This design comes from an exercise in tuning for small area, a short achievable clock period and few clock cycles per item on the open sky130 flow, not from production work. Power figures rest on the tool's default switching activity, not on a simulated workload.

==> inputs of run F <==
==> flow/design.v (excerpt) <==
module fir (
    input  wire        ap_clk,
    input  wire        ap_rst,
    input  wire        ap_start,
    output wire        ap_done,
    output wire        ap_idle,
    output wire        ap_ready,
    output wire [31:0] y,
    output wire        y_ap_vld,
    output wire [3:0]  c_address0,
    output wire        c_ce0,
    input  wire [31:0] c_q0,
    input  wire [31:0] x
);
reg  [3:0]  cnt;       
reg  [3:0]  ph;        
reg  [3:0]  nvalid;    
reg         done_q;
reg         clr;       
reg  [31:0] ring [0:9];
reg  [31:0] c_reg;
reg  [15:0] bone, btwo, bneg;
reg  [31:0] acc_s, acc_c;
reg  [1:0]  acc_t;      
wire busy_rd = (cnt <= 4'd10);
wire ld_ring = (cnt >= 4'd1) && (cnt <= 4'd10);
assign ap_idle    = ~ap_start;
assign ap_done    = done_q;
assign ap_ready   = done_q;
assign y_ap_vld   = done_q;
assign y          = c_reg;
assign c_ce0      = ap_start & busy_rd;
assign c_address0 = (cnt == 4'd10) ? 4'd0 : ((ph == 4'd9) ? 4'd1 : ph + 4'd2);
always @(posedge ap_clk) begin
    if (ap_rst) begin
  ...
==> flow/config.mk <==
export PLATFORM = sky130hd
export DESIGN_NAME = fir
export DESIGN_NICKNAME = fir
export VERILOG_FILES = /design/flow/design.v
export SDC_FILE = /design/flow/constraint.sdc
export NUM_CORES = 4
export LEC_CHECK = 0
export CAP_MARGIN = 20
export CORE_MARGIN = 2
export CORE_UTILIZATION = 70
export CTS_BUF_LIST = sky130_fd_sc_hd__clkbuf_8
export CTS_CLUSTER_DIAMETER = 60
export CTS_CLUSTER_SIZE = 16
export PLACE_DENSITY = 0.78
export SETUP_SLACK_MARGIN = 4.7
export SLEW_MARGIN = 20
==> flow/constraint.sdc <==
create_clock -name core_clock -period 8.5 [get_ports {ap_clk}]
set_input_delay 1.7000 -clock core_clock [delete_from_list [all_inputs] [get_ports {ap_clk}]]
set_output_delay 1.7000 -clock core_clock [all_outputs]
set_load 0.01 [all_outputs]
standard.sh (not shown) runs the stock make flow with config.mk's settings and CLKGATE_MAP_FILE= SYNTH_SCRIPT=/design/flow/synth_recipe.tcl, a recipe that flattens the netlist after the stock synthesis.
==> flow/flow/run.sh <==
#!/bin/bash
# Standard ORFS layout, with two changes:
#  1. after the standard synthesis, flow/polarity.py re-chooses the polarity of the full adders
#     and XOR gates to drop inverters (same function, same registers);
#  2. ports are buffered with buf_2 instead of the flow's default buffer.
set -euo pipefail
W=$(pwd)
R=$W/orfs/results/$FLOW_PLATFORM/fir/base
bash standard.sh "$R/1_2_yosys.v" > synth.log 2>&1
cp "$R/1_2_yosys.v" "$W/1_2_yosys_standard.v"
python3 flow/polarity.py "$W/1_2_yosys_standard.v" "$R/1_2_yosys.v" > polarity.log 2>&1
export BUFFER_PORTS_ARGS="-buffer_cell sky130_fd_sc_hd__buf_2"
bash standard.sh > layout.log 2>&1
Other scripts of this flow, unchanged in this note and not shown: flow/flow/polarity.py
==> run Y (differences from run F) <==
Settings changed: CORE_UTILIZATION 70 to 60, PLACE_DENSITY 0.78 to 0.7.
==> run G (differences from run F) <==
Settings changed: GPL_TIMING_DRIVEN from default to 1, SETUP_SLACK_MARGIN 4.7 to 4.8.
==> impl_results.md <==
* Internal at approximately 3.2 mW
* CP startpoint: clr
* Status: complete, no violations
* Worst Tran Pin Value at around 670 ps
* Num rows at 67
* Starting Density at roughly 70%
* Flop pwr share at 54.0%
* Cell mode on critical path: fa_2
* WL final at just under 70,000 um
* Via Count at roughly 17,000
* Pwr dens at around 160 nW/um^2
(the above is from run G)
==> impl_results.md <==
* Status: complete, no violations
* Via Count at around 16,000
* Largest cell class: multi-input gates
* CP startpoint: c_reg[25]
* Starting Density at 60.56%
* Share of cells above drive strength 1 at 20.95%
* Cell mode on critical path: fa_1
* Worst Tran Pin Value at approximately 650 ps
* Flop pwr share at 54.1%
* Num rows at between 70 and 80
* Uppermost layer routed: met4
* Pwr top: registers
(the above is from run Y)
==> impl_results.md <==
* Status: complete, no violations
* Cell mode on critical path: fa_2
* CP startpoint: clr
* CP delay by family, top: adder cells
* Starting Density at a little under three quarters
* Pwr dens at about 160 nW/um^2
* Gate Count Post-Synth at about 2,100
* Worst Tran Pin Value at around 710 ps
* Fin crit period at approximately 4000 ps
* Internal at about 3.2 mW
* WL final at between 60,000 and 70,000 um
* Seq power at 2.44 mW
* Placement Cell Area at ~25,000 sq um
* Via Count at between 15,000 and 20,000
* Post-route setup slack at between 4000 and 5000 ps
* Flop pwr share at 54.5%
* Num rows at 67
(the above is from run F)
No functional check of the RTL was part of any run of this note.

[what the ideal ports hide]
In the flow no input, the clock included, has a driving cell. The finished layouts below were timed again as built, in two steps.
Step 1 sets driving cells, clkbuf_16 on the clock port and buf_2 on the other inputs (assumed; they add their load-dependent delay and slew).
Step 2 adds t to the input delays and takes it off the output delays; t is the mean of the earliest and latest rising clock arrival at the registers after step 1. Input paths then give back, and output paths get back, about the clock's delay inside the block.
a / b / c = no drivers / after step 1 / after step 2; a / b = the first two.
run | shift t [ns] | slack for setup (ns) | clock arrival spread, ns | worst register clock-pin slew, ns | worst slew at a driven data input, ns
run F | 0.652 | 4.598 / 4.598 / 4.598 | 0.068 / 0.068 | 0.10 / 0.10 | 0.06
run Y | 0.683 | 4.525 / 4.525 / 4.525 | 0.029 / 0.028 | 0.10 / 0.10 | 0.06
run G | 0.694 | 4.631 / 4.631 / 4.631 | 0.078 / 0.077 | 0.10 / 0.10 | 0.07
After both steps setup and hold are still met in every run listed.
